Background: an optimization exercise with open tools, aiming at small area, a short achievable clock period and few clock cycles per item. Do not read the settings as production practice. RTL that was checked went through simulation tests only; none was proved equivalent to the original.

// div
module div (
    input wire                      clk,
    input wire                      rst_n,
    input wire                      div_start,
    input wire [2:0]                div_opcode,
    input wire [32-1 : 0]  div_divident,
    input wire [32-1 : 0]  div_divisor,
    output wire [32-1 : 0] div_quotient,
    output wire [32-1 : 0] div_remainder,
    output wire                     div_finish
);
==> flow/config.mk <==
export PLATFORM = sky130hd
export DESIGN_NAME = div
export DESIGN_NICKNAME = div
export VERILOG_FILES = /design/flow/design.v
export SDC_FILE = /design/flow/constraint.sdc
export NUM_CORES = 4
export LEC_CHECK = 0
export CAP_MARGIN = 20
export CORE_MARGIN = 2
export CORE_UTILIZATION = 40
export SLEW_MARGIN = 20
==> flow/constraint.sdc <==
create_clock -name core_clock -period 12.0 [get_ports {clk}]
set_input_delay 2.4000 -clock core_clock [delete_from_list [all_inputs] [get_ports {clk}]]
set_output_delay 2.4000 -clock core_clock [all_outputs]
set_load 0.01 [all_outputs]
standard.sh (not shown) runs the stock make flow with config.mk's settings and CLKGATE_MAP_FILE= SYNTH_SCRIPT=/design/flow/synth_recipe.tcl, a recipe that flattens the netlist after the stock synthesis.
==> flow/flow/run.sh <==
#!/bin/bash
set -euo pipefail
MARGIN=8.5
bash standard.sh synth > synth.log 2>&1
bash standard.sh SETUP_SLACK_MARGIN=$MARGIN finish > layout.log 2>&1
Rerun with:
==> flow/run.sh (new file) <==
#!/bin/bash
# synth_recipe.tcl (not shown) runs the flow's synth.tcl, then flattens the netlist and writes it again
# the make line also repeats each setting of config.mk as NAME=value (left out here)
make -C /OpenROAD-flow-scripts/flow DESIGN_CONFIG=/design/flow/config.mk WORK_HOME=/design/flow/orfs CLKGATE_MAP_FILE= SYNTH_SCRIPT=/design/flow/synth_recipe.tcl finish
removed: flow/flow/run.sh
removed: flow/standard.sh
Effect:
- The new run finished with timing, DRC and antenna clean
- via count decreases by 12%
- utilization is lower by 12 points
- critical path depth went up by 1
- die area does not change
- first-iteration DRC count falls by 2.1%
- global-route usage goes down by 4.1 points
- sequential share of layout area rose by 4.9 points
- count of clock-buffer cells in the layout does not change
- worst setup slack gets worse by 1.0 ns
No run of this note included a check of the RTL's function; only the layout flow was run.

## oak
div, a different RTL version from the one above (not shown whole).
Size in the first run: about 1500 cells after synthesis, ~120 flip-flops, about 12000 um2 of cells after synthesis.
// div
module div (
    input wire                      clk,
    input wire                      rst_n,
    input wire                      div_start,
    input wire [2:0]                div_opcode,
    input wire [32-1 : 0]  div_divident,
    input wire [32-1 : 0]  div_divisor,
    output wire [32-1 : 0] div_quotient,
    output wire [32-1 : 0] div_remainder,
    output wire                     div_finish
);
==> flow/config.mk <==
export PLATFORM = sky130hd
export DESIGN_NAME = div
export DESIGN_NICKNAME = div
export VERILOG_FILES = /design/flow/design.v
export SDC_FILE = /design/flow/constraint.sdc
export NUM_CORES = 4
export LEC_CHECK = 0
export CAP_MARGIN = 20
export CORE_MARGIN = 2
export CORE_UTILIZATION = 55
export SLEW_MARGIN = 20
==> flow/constraint.sdc <==
create_clock -name core_clock -period 12.0 [get_ports {clk}]
set_input_delay 2.4000 -clock core_clock [delete_from_list [all_inputs] [get_ports {clk}]]
set_output_delay 2.4000 -clock core_clock [all_outputs]
set_load 0.01 [all_outputs]
==> flow/flow/run.sh <==
#!/bin/bash
set -euo pipefail
MARGIN=8.3
bash standard.sh synth > synth.log 2>&1
bash standard.sh SETUP_SLACK_MARGIN=$MARGIN "BUFFER_PORTS_ARGS=-buffer_cell sky130_fd_sc_hd__buf_1" finish > layout.log 2>&1
diff inputs: oak => pine
Settings: CORE_UTILIZATION now 40, was 55.
### Flow results
Compared with oak, pine shows a lower share of cell area taken by multi-input logic gates.
Of oak and pine, oak shows the lower count of clock-buffer cells in the layout, with pine above it.
oak → pine: number of buffer and inverter stages on the critical path has increased, starting density of the core has decreased, non-clock buffer count has increased, total nets after synthesis has remained practically unchanged, area growth from synthesis to layout has increased.
The filler-free cell count of the finished design in oak is 0.942 times that in pine.
Function was not checked in any run of this note: the RTL went through the layout flow alone.

div, a different RTL version from the one above (not shown whole).
Size: about 140 I/O pins.
==> flow/config.mk <==
export PLATFORM = sky130hd
export DESIGN_NAME = div
export DESIGN_NICKNAME = div
export VERILOG_FILES = /design/flow/design.v
export SDC_FILE = /design/flow/constraint.sdc
export NUM_CORES = 4
export LEC_CHECK = 0
export CAP_MARGIN = 20
export CORE_MARGIN = 2
export CORE_UTILIZATION = 40
export SLEW_MARGIN = 20
==> flow/constraint.sdc <==
create_clock -name core_clock -period 12.0 [get_ports {clk}]
set_input_delay 2.4000 -clock core_clock [delete_from_list [all_inputs] [get_ports {clk}]]
set_output_delay 2.4000 -clock core_clock [all_outputs]
set_load 0.01 [all_outputs]
==> flow/flow/run.sh <==
#!/bin/bash
set -euo pipefail
MARGIN=8.0
bash standard.sh synth > synth.log 2>&1
bash standard.sh SETUP_SLACK_MARGIN=$MARGIN "BUFFER_PORTS_ARGS=-buffer_cell sky130_fd_sc_hd__buf_1" finish > layout.log 2>&1
The starting point went through all stages and came out clean.
Testbench counts at the start, summed over its fixed seeds: cycles 179,195, ops 12,000.
Rerun with:
--- a/flow/flow/run.sh
+++ b/flow/flow/run.sh
@@ -3 +3 @@
-MARGIN=8.0
+MARGIN=8.3
--- a/flow/config.mk
+++ b/flow/config.mk
@@ -10,0 +11 @@
+export CTS_BUF_LIST = sky130_fd_sc_hd__clkbuf_4 sky130_fd_sc_hd__clkbuf_8
=> Die area stays the same. Synthesized area does not change. Routed wire length stays flat.
Rerun with:
--- a/flow/flow/run.sh
+++ b/flow/flow/run.sh
@@ -3 +3 @@
-MARGIN=8.3
+MARGIN=8.45
--- a/flow/config.mk
+++ b/flow/config.mk
@@ -11 +10,0 @@
-export CTS_BUF_LIST = sky130_fd_sc_hd__clkbuf_4 sky130_fd_sc_hd__clkbuf_8
After rerunning: Via count rises by about 2.3%. Setup slack is better by 0.037 ns. Final cell count is higher by about 0.9%. Sequential cell count is unchanged. Critical path depth came out higher by 7. Register-to-register slack improves by 0.12 ns. Synthesized area is unchanged. Design area climbs by 5.0%. Global-route usage shrinks by 0.18 points. Wire length climbs by about 0.9%.
Rerun with:
--- a/flow/flow/run.sh
+++ b/flow/flow/run.sh
@@ -3 +3 @@
-MARGIN=8.45
+MARGIN=8.3
Effect: Synthesized area does not change. Design area went down by about 3.7%. Die area stays the same. Global-route usage went up by 0.13 points. Utilization went down by 1.7 points. Register-to-register slack is worse by 0.12 ns. Final cell count went down by about 0.9%. Hold slack barely changes. Critical path depth went down by 7. Flip-flop and latch count does not change. Wire length went down by 1.3%.
Rerun with:
--- a/flow/config.mk
+++ b/flow/config.mk
@@ -7,0 +8 @@
+export ABC_AREA = 1
- The new run produced a clean layout
- register-to-register slack gains 0.12 ns
- wire length climbs by about 8%
- worst hold slack stays flat

-- what the ideal ports hide --
The flow's constraints put no driver on any port. The routed layouts listed below were extracted and timed again, unchanged, in two steps. Step 1 (the two cells are an assumption about what drives the block):
set clk [get_ports {clk}]
set_driving_cell -lib_cell sky130_fd_sc_hd__clkbuf_16 $clk
set_driving_cell -lib_cell sky130_fd_sc_hd__buf_2 [delete_from_list [all_inputs] $clk]
Step 2, shift: input delay + t, output delay - t, t = (earliest + latest rising clock arrival at the registers) / 2. This alone moves slack from input paths to output paths. Slacks: ideal / step 1 / step 2; pairs: ideal / step 1.
run | t (ns) | setup WS [ns] | clock arrival spread, ns | slew at the worst register clock pin (ns) | worst slew at a driven data input, ns
the first run of note 1 | 0.426 | 6.601 / 6.601 / 6.601 | 0.015 / 0.015 | 0.09 / 0.09 | 0.08
the second run of note 1 | 0.412 | 5.583 / 5.583 / 5.583 | 0.019 / 0.019 | 0.09 / 0.09 | 0.07
oak | 0.472 | 8.117 / 8.126 / 7.655 | 0.016 / 0.017 | 0.07 / 0.07 | 0.05
pine | 0.470 | 8.157 / 8.167 / 7.697 | 0.017 / 0.018 | 0.06 / 0.06 | 0.05
the first run of note 3 | 0.482 | 8.086 / 8.086 / 7.698 | 0.012 / 0.012 | 0.06 / 0.06 | 0.05
the second run of note 3 | 0.510 | 8.346 / 8.298 / 7.887 | 0.020 / 0.020 | 0.09 / 0.09 | 0.05
the third run of note 3 | 0.476 | 8.383 / 8.356 / 7.925 | 0.009 / 0.010 | 0.06 / 0.06 | 0.04
the fourth run of note 3 | 0.478 | 8.353 / 8.299 / 7.919 | 0.012 / 0.013 | 0.07 / 0.07 | 0.06
the fifth run of note 3 | 0.499 | 8.348 / 8.296 / 7.946 | 0.016 / 0.016 | 0.07 / 0.07 | 0.05
After both steps every run listed still meets setup and hold. The setup slack of oak, which loses most, moves by +0.009 ns with the drivers and by -0.462 ns with both steps.
